Context: an optimization exercise on an open-source flow, tuned for small area, a short achievable clock period and few clock cycles per item. The choices shown serve that exercise and are no tape-out recipe.

==> inputs of try-lagoon <==
==> flow/design.v <==
`timescale 1ns / 1ps
module ASCON_SBOX(
input  [63:0] Xark0, Xark1, Xark2, Xark3, Xark4,
output [63:0] Xsb0, Xsb1, Xsb2, Xsb3, Xsb4
);
wire [63:0] a0 = Xark0 ^ Xark4;
wire [63:0] a1 = Xark1;
wire [63:0] a2 = Xark2 ^ Xark1;
wire [63:0] a3 = Xark3;
wire [63:0] a4 = Xark4 ^ Xark3;
wire [63:0] c0 = a0 ^ (~a1 & a2);
wire [63:0] c1 = a1 ^ (~a2 & a3);
wire [63:0] c2 = a2 ^ (~a3 & a4);
wire [63:0] c3 = a3 ^ (~a4 & a0);
wire [63:0] c4 = a4 ^ (~a0 & a1);
assign Xsb0 = c0 ^ c4;
assign Xsb1 = c1 ^ c0;
assign Xsb2 = ~c2;
assign Xsb3 = c3 ^ c2;
assign Xsb4 = c4;
endmodule
`timescale 1ns / 1ps
module ASCON_ROUND_FUNCTION(
input  [63:0] Xi0, Xi1, Xi2, Xi3, Xi4,
input   [3:0] rnd,
output [63:0] Xo0, Xo1, Xo2, Xo3, Xo4
);
wire [63:0] s0, s1, s2, s3, s4;
ASCON_SBOX sbox (
    .Xark0(Xi0), .Xark1(Xi1), .Xark2(Xi2 ^ {56'b0, ~rnd, rnd}), .Xark3(Xi3), .Xark4(Xi4),
    .Xsb0(s0), .Xsb1(s1), .Xsb2(s2), .Xsb3(s3), .Xsb4(s4)
);
assign Xo0 = s0 ^ {s0[18:0], s0[63:19]} ^ {s0[27:0], s0[63:28]};
assign Xo1 = s1 ^ {s1[60:0], s1[63:61]} ^ {s1[38:0], s1[63:39]};
assign Xo2 = s2 ^ {s2[ 0:0], s2[63: 1]} ^ {s2[ 5:0], s2[63: 6]};
assign Xo3 = s3 ^ {s3[ 9:0], s3[63:10]} ^ {s3[16:0], s3[63:17]};
assign Xo4 = s4 ^ {s4[ 6:0], s4[63: 7]} ^ {s4[40:0], s4[63:41]};
endmodule
`timescale 1ns / 1ps
module ascon128_stream #(
    parameter R = 2
)(
input          clk, rst,
input          start, enc,
input  [127:0] key, nonce,
input          in_valid,
output         in_ready,
input   [63:0] in_data,
input    [3:0] in_bytes,
input          in_ad,
output         out_valid,
output  [63:0] out_data,
output         tag_valid,
output [127:0] tag
);
localparam [3:0] LAST = 12 - R;
reg  [63:0] S0, S1, S2, S3, S4;
reg  [63:0] O;
reg        idle_q, rnd_q, init_q, fin_q, wait_q, tag_q, txt_q, enc_q;
reg  [3:0] cnt;
reg        rdy_q;      
reg        take_q;     
reg        ov_q;
reg        pend_q, ad_q, last_q;
reg  [7:0] m_q, pad_q;
wire [63:0] x0 [0:R];
wire [63:0] x1 [0:R];
wire [63:0] x2 [0:R];
wire [63:0] x3 [0:R];
wire [63:0] x4 [0:R];
assign x0[0] = S0;
assign x1[0] = S1;
assign x2[0] = S2;
assign x3[0] = S3;
assign x4[0] = S4;
genvar g;
generate
for (g = 0; g < R; g = g + 1) begin : rounds
    ASCON_ROUND_FUNCTION rf (
        .Xi0(x0[g]), .Xi1(x1[g]), .Xi2(x2[g]), .Xi3(x3[g]), .Xi4(x4[g]),
        .rnd(cnt + g[3:0]),
        .Xo0(x0[g+1]), .Xo1(x1[g+1]), .Xo2(x2[g+1]), .Xo3(x3[g+1]), .Xo4(x4[g+1])
    );
end
endgenerate
wire last_rnd = rnd_q & (cnt == LAST);
wire absorb   = take_q;
wire a_txt    = absorb & !ad_q;
wire a_fin    = a_txt & last_q;
wire a_dec    = a_txt & !enc_q;
wire key_st   = last_rnd & (init_q | fin_q);
wire [63:0] m, pad;
genvar b;
generate
for (b = 0; b < 8; b = b + 1) begin : bytes
    assign m[63-8*b -: 8]   = {8{m_q[b]}};
    assign pad[63-8*b -: 8] = {pad_q[b], 7'b0};
end
endgenerate
wire [63:0] b0 = wait_q ? S0 : x0[R];
wire [63:0] b1 = wait_q ? S1 : x1[R];
wire [63:0] b2 = wait_q ? S2 : x2[R];
wire [63:0] b3 = wait_q ? S3 : x3[R];
wire [63:0] b4 = wait_q ? S4 : x4[R];
wire [63:0] keep = ~(m & {64{a_dec}});
wire [63:0] inj0 = ((in_data & m) ^ pad) & {64{absorb}};
always @(posedge clk) begin
    if (idle_q) begin
        S0 <= 64'h80400c0600000000;
        S1 <= key[127:64];
        S2 <= key[63:0];
        S3 <= nonce[127:64];
        S4 <= nonce[63:0];
    end else begin
        S0 <= (b0 & keep) ^ inj0;
        S1 <= b1 ^ (key[127:64] & {64{a_fin}});
        S2 <= b2 ^ (key[63:0]   & {64{a_fin}});
        S3 <= b3 ^ (key[127:64] & {64{key_st}});
        S4 <= b4 ^ (key[63:0]   & {64{key_st}}) ^ {63'b0, a_txt & !txt_q};
    end
    O <= b0 ^ in_data;
end
reg        idle_d, rnd_d, init_d, fin_d, wait_d, tag_d, txt_d, enc_d;
reg  [3:0] cnt_d;
always @(*) begin
    idle_d = idle_q;
    rnd_d  = rnd_q;
    init_d = init_q;
    fin_d  = fin_q;
    wait_d = wait_q;
    tag_d  = 1'b0;
    txt_d  = txt_q | a_txt;
    enc_d  = enc_q;
    cnt_d  = cnt + R[3:0];
    if (idle_q && start) begin
        idle_d = 1'b0;
        rnd_d  = 1'b1;
        init_d = 1'b1;
        fin_d  = 1'b0;
        txt_d  = 1'b0;
        enc_d  = enc;
        cnt_d  = 4'd0;
    end
    if (tag_q)
        idle_d = 1'b1;
    if (last_rnd) begin
        init_d = 1'b0;
        if (fin_q) begin
            rnd_d = 1'b0;
            tag_d = 1'b1;
        end else if (!absorb) begin
            rnd_d  = 1'b0;
            wait_d = 1'b1;
        end
    end
    if (absorb) begin
        wait_d = 1'b0;
        rnd_d  = 1'b1;
        fin_d  = a_fin;
        cnt_d  = a_fin ? 4'd0 : 4'd6;
    end
end
wire rdy_d  = wait_d | (rnd_d & !fin_d & (cnt_d == LAST));
wire pend_d = in_valid & !(in_valid & take_q);
always @(posedge clk, posedge rst) begin
    if (rst) begin
        idle_q <= 1'b1;
        rnd_q  <= 1'b0;
        init_q <= 1'b0;
        fin_q  <= 1'b0;
        wait_q <= 1'b0;
        tag_q  <= 1'b0;
        txt_q  <= 1'b0;
        enc_q  <= 1'b0;
        cnt    <= 4'd0;
        rdy_q  <= 1'b0;
        take_q <= 1'b0;
        ov_q   <= 1'b0;
        pend_q <= 1'b0;
    end else begin
        idle_q <= idle_d;
        rnd_q  <= rnd_d;
        init_q <= init_d;
        fin_q  <= fin_d;
        wait_q <= wait_d;
        tag_q  <= tag_d;
        txt_q  <= txt_d;
        enc_q  <= enc_d;
        cnt    <= cnt_d;
        rdy_q  <= rdy_d;
        take_q <= rdy_d & pend_d;
        ov_q   <= a_txt;
        pend_q <= pend_d;
    end
end
integer i;
always @(posedge clk) begin
    ad_q   <= in_ad;
    last_q <= !in_bytes[3];
    for (i = 0; i < 8; i = i + 1) begin
        m_q[i]   <= (i < in_bytes);
        pad_q[i] <= (i == in_bytes);
    end
end
assign in_ready  = take_q;
assign out_valid = ov_q;
assign out_data  = O;
assign tag_valid = tag_q;
assign tag       = {S3, S4};
endmodule
==> flow/run.sh <==
#!/bin/bash
# synth_recipe.tcl (not shown) runs the flow's synth.tcl, then flattens the netlist and writes it again
# the make line also repeats each setting of config.mk as NAME=value (left out here)
make -C /OpenROAD-flow-scripts/flow DESIGN_CONFIG=/design/flow/config.mk WORK_HOME=/design/flow/orfs CLKGATE_MAP_FILE= SYNTH_SCRIPT=/design/flow/synth_recipe.tcl finish
==> flow/config.mk <==
export PLATFORM = sky130hd
export DESIGN_NAME = ascon128_stream
export DESIGN_NICKNAME = ascon128_stream
export VERILOG_FILES = /design/flow/design.v
export SDC_FILE = /design/flow/constraint.sdc
export NUM_CORES = 8
export LEC_CHECK = 0
export CAP_MARGIN = 20
export CORE_MARGIN = 2
export CORE_UTILIZATION = 40
export SLEW_MARGIN = 20
==> flow/constraint.sdc <==
create_clock -name core_clock -period 10.0 [get_ports {clk}]
set_input_delay 2.0000 -clock core_clock [delete_from_list [all_inputs] [get_ports {clk}]]
set_output_delay 2.0000 -clock core_clock [all_outputs]
set_load 0.01 [all_outputs]
==> try-juniper: changes against try-lagoon <==
--- a/flow/design.v
+++ b/flow/design.v
@@ -40,3 +40,4 @@
 module ascon128_stream #(
-    parameter R = 2
+    parameter R    = 3,
+    parameter OREG = 1
 )(
@@ -58,9 +59,4 @@
 reg  [63:0] O;
-reg        idle_q, rnd_q, init_q, fin_q, wait_q, tag_q, txt_q, enc_q;
+reg        rnd_q, init_q, fin_q, wait_q, fix_q, tag_q, txt_q, ov_q, rdy_q;
 reg  [3:0] cnt;
-reg        rdy_q;      
-reg        take_q;     
-reg        ov_q;
-reg        pend_q, ad_q, last_q;
-reg  [7:0] m_q, pad_q;
 wire [63:0] x0 [0:R];
@@ -85,25 +81,36 @@
 endgenerate
+wire idle     = !(rnd_q | wait_q | fix_q | tag_q);
+wire load     = idle & start;
 wire last_rnd = rnd_q & (cnt == LAST);
-wire absorb   = take_q;
-wire a_txt    = absorb & !ad_q;
-wire a_fin    = a_txt & last_q;
-wire a_dec    = a_txt & !enc_q;
-wire key_st   = last_rnd & (init_q | fin_q);
-wire [63:0] m, pad;
-genvar b;
-generate
-for (b = 0; b < 8; b = b + 1) begin : bytes
-    assign m[63-8*b -: 8]   = {8{m_q[b]}};
-    assign pad[63-8*b -: 8] = {pad_q[b], 7'b0};
-end
-endgenerate
-wire [63:0] b0 = wait_q ? S0 : x0[R];
-wire [63:0] b1 = wait_q ? S1 : x1[R];
-wire [63:0] b2 = wait_q ? S2 : x2[R];
-wire [63:0] b3 = wait_q ? S3 : x3[R];
-wire [63:0] b4 = wait_q ? S4 : x4[R];
-wire [63:0] keep = ~(m & {64{a_dec}});
-wire [63:0] inj0 = ((in_data & m) ^ pad) & {64{absorb}};
+wire can_use  = (OREG != 0) ? rdy_q : ((last_rnd & !fin_q) | wait_q);
+wire absorb      = can_use & in_valid;
+wire blk_last = !in_bytes[3];
+wire absorb_ad   = absorb & in_ad;
+wire absorb_txt  = absorb & !in_ad;
+wire absorb_fin  = absorb_txt & blk_last;
+wire dec_fix  = (OREG == 0) && absorb_txt && !enc;
+reg [63:0] m, pad;
+integer i;
+always @(*) begin
+    for (i = 0; i < 8; i = i + 1) begin
+        m[63-8*i -: 8]   = (i < in_bytes) ? 8'hff : 8'h00;
+        pad[63-8*i -: 8] = (i == in_bytes) ? 8'h80 : 8'h00;
+    end
+end
+wire hold = wait_q | fix_q;
+wire [63:0] b0 = hold ? S0 : x0[R];
+wire [63:0] b1 = hold ? S1 : x1[R];
+wire [63:0] b2 = hold ? S2 : x2[R];
+wire [63:0] b3 = hold ? S3 : x3[R];
+wire [63:0] b4 = hold ? S4 : x4[R];
+wire key_fin = last_rnd & (init_q | fin_q);
+wire [63:0] kin_hi = key[127:64] & {64{absorb_fin}};
+wire [63:0] kin_lo = key[63:0]   & {64{absorb_fin}};
+wire [63:0] kst_hi = key[127:64] & {64{key_fin}};
+wire [63:0] kst_lo = key[63:0]   & {64{key_fin}};
+wire [63:0] dm   = in_data & m;
+wire [63:0] keep = (OREG != 0) ? ~(m & {64{absorb_txt & !enc}}) : ~(m & {64{fix_q}});
+wire [63:0] inj0 = (absorb ? (dm ^ pad) : 64'b0) ^ (fix_q ? dm : 64'b0);
 always @(posedge clk) begin
-    if (idle_q) begin
+    if (load) begin
         S0 <= 64'h80400c0600000000;
@@ -115,6 +122,6 @@
         S0 <= (b0 & keep) ^ inj0;
-        S1 <= b1 ^ (key[127:64] & {64{a_fin}});
-        S2 <= b2 ^ (key[63:0]   & {64{a_fin}});
-        S3 <= b3 ^ (key[127:64] & {64{key_st}});
-        S4 <= b4 ^ (key[63:0]   & {64{key_st}}) ^ {63'b0, a_txt & !txt_q};
+        S1 <= b1 ^ kin_hi;
+        S2 <= b2 ^ kin_lo;
+        S3 <= b3 ^ kst_hi;
+        S4 <= b4 ^ kst_lo ^ {63'b0, absorb_txt & !txt_q};
     end
@@ -122,6 +129,5 @@
 end
-reg        idle_d, rnd_d, init_d, fin_d, wait_d, tag_d, txt_d, enc_d;
+reg        rnd_d, init_d, fin_d, wait_d, fix_d, tag_d, txt_d;
 reg  [3:0] cnt_d;
 always @(*) begin
-    idle_d = idle_q;
     rnd_d  = rnd_q;
@@ -130,8 +136,7 @@
     wait_d = wait_q;
+    fix_d  = 1'b0;
     tag_d  = 1'b0;
-    txt_d  = txt_q | a_txt;
-    enc_d  = enc_q;
+    txt_d  = txt_q | absorb_txt;
     cnt_d  = cnt + R[3:0];
-    if (idle_q && start) begin
-        idle_d = 1'b0;
+    if (load) begin
         rnd_d  = 1'b1;
@@ -140,7 +145,4 @@
         txt_d  = 1'b0;
-        enc_d  = enc;
         cnt_d  = 4'd0;
     end
-    if (tag_q)
-        idle_d = 1'b1;
     if (last_rnd) begin
@@ -150,3 +152,3 @@
             tag_d = 1'b1;
-        end else if (!absorb) begin
+        end else if (!in_valid) begin
             rnd_d  = 1'b0;
@@ -157,12 +159,20 @@
         wait_d = 1'b0;
-        rnd_d  = 1'b1;
-        fin_d  = a_fin;
-        cnt_d  = a_fin ? 4'd0 : 4'd6;
-    end
-end
-wire rdy_d  = wait_d | (rnd_d & !fin_d & (cnt_d == LAST));
-wire pend_d = in_valid & !(in_valid & take_q);
+        if (dec_fix) begin
+            rnd_d = 1'b0;
+            fix_d = 1'b1;
+        end else begin
+            rnd_d = 1'b1;
+            fin_d = absorb_fin;
+            cnt_d = absorb_fin ? 4'd0 : 4'd6;
+        end
+    end
+    if (fix_q) begin
+        rnd_d = 1'b1;
+        fin_d = blk_last;
+        cnt_d = blk_last ? 4'd0 : 4'd6;
+    end
+end
+wire rdy_d = (OREG != 0) ? (wait_d | (rnd_d & !fin_d & (cnt_d == LAST))) : absorb;
 always @(posedge clk, posedge rst) begin
     if (rst) begin
-        idle_q <= 1'b1;
         rnd_q  <= 1'b0;
@@ -171,12 +181,9 @@
         wait_q <= 1'b0;
+        fix_q  <= 1'b0;
         tag_q  <= 1'b0;
         txt_q  <= 1'b0;
-        enc_q  <= 1'b0;
+        ov_q   <= 1'b0;
+        rdy_q  <= 1'b0;
         cnt    <= 4'd0;
-        rdy_q  <= 1'b0;
-        take_q <= 1'b0;
-        ov_q   <= 1'b0;
-        pend_q <= 1'b0;
     end else begin
-        idle_q <= idle_d;
         rnd_q  <= rnd_d;
@@ -185,24 +192,13 @@
         wait_q <= wait_d;
+        fix_q  <= fix_d;
         tag_q  <= tag_d;
         txt_q  <= txt_d;
-        enc_q  <= enc_d;
+        ov_q   <= absorb_txt;
+        rdy_q  <= rdy_d;
         cnt    <= cnt_d;
-        rdy_q  <= rdy_d;
-        take_q <= rdy_d & pend_d;
-        ov_q   <= a_txt;
-        pend_q <= pend_d;
-    end
-end
-integer i;
-always @(posedge clk) begin
-    ad_q   <= in_ad;
-    last_q <= !in_bytes[3];
-    for (i = 0; i < 8; i = i + 1) begin
-        m_q[i]   <= (i < in_bytes);
-        pad_q[i] <= (i == in_bytes);
-    end
-end
-assign in_ready  = take_q;
+    end
+end
+assign in_ready  = rdy_q;
 assign out_valid = ov_q;
-assign out_data  = O;
+assign out_data  = (OREG != 0) ? O : S0;
 assign tag_valid = tag_q;
==> impl_metrics.py <==
metrics = {
    "setup_path": {
        "reg2reg_to": "S3[0]",
    },
    "logic_synthesis": {
        "synth_fa_ha_area_share_pct": 7.575,
        "syn_inst": 5530,
    },
    "place": {
        "routabilityCongestion": 1.194,
    },
    "global_routing": {
        "globalRouteTotalUtil_pct": 47.28,
    },
    "layout": {
        "fin_nets": 6720,
        "n_fill_cell": 12032,
        "fin_cells": 7924,
        "layout_common_cells": "xnor2_1 (1138), nand2_1 (699), clkdlybuf4s50_1 (524)",
    },
    "timing": {
        "period_share_pct": 61.34,
    },
    "detailed_routing": {
        "vias": 46825,
    },
    "outcome": {
        "status": "complete, no violations",
    },
}
the above is filed under try-lagoon

==> impl_metrics.py <==
metrics = {
    "logic_synthesis": {
        "synth_fa_ha_area_share_pct": 9.163,
        "syn_inst": 7253,
    },
    "timing": {
        "drv_slew": 5,
        "period_share_pct": 87.64,
    },
    "outcome": {
        "failed_checks": "capacitance limit, slew limit",
        "status": "failed layout checks",
    },
    "layout": {
        "layout_common_cells": "xnor2_1 (1725), xor2_1 (773), nand2_1 (704)",
    },
    "job": {
        "maxCapViolations": 1,
    },
    "place": {
        "routabilityCongestion": 1.278,
    },
}
the above is filed under try-juniper

Function was not checked in any run of this note: the RTL went through the layout flow alone.

-- separate check: timing with driven ports --
Ports are ideal in the flow. The routed layouts listed here were re-timed in OpenROAD. Step 1: set_driving_cell puts a clkbuf_16 on clk and a buf_2 on each other input, an assumption about the parent block. Step 2 times the ports against the registers' clock, not the clock port: input delays grow and output delays shrink by t, the midpoint of the rising clock arrivals with the driver on. Slacks: ideal ports / drivers / drivers and shift; pairs: ideal ports / drivers.
run	shift t [ns]	setup WS [ns]	worst hold slack (ns)
try-lagoon	0.782	3.866 / 3.866 / 3.866	0.488 / 0.488 / 0.488
try-juniper	0.824	1.236 / 1.236 / 1.236	0.499 / 0.499 / 0.499
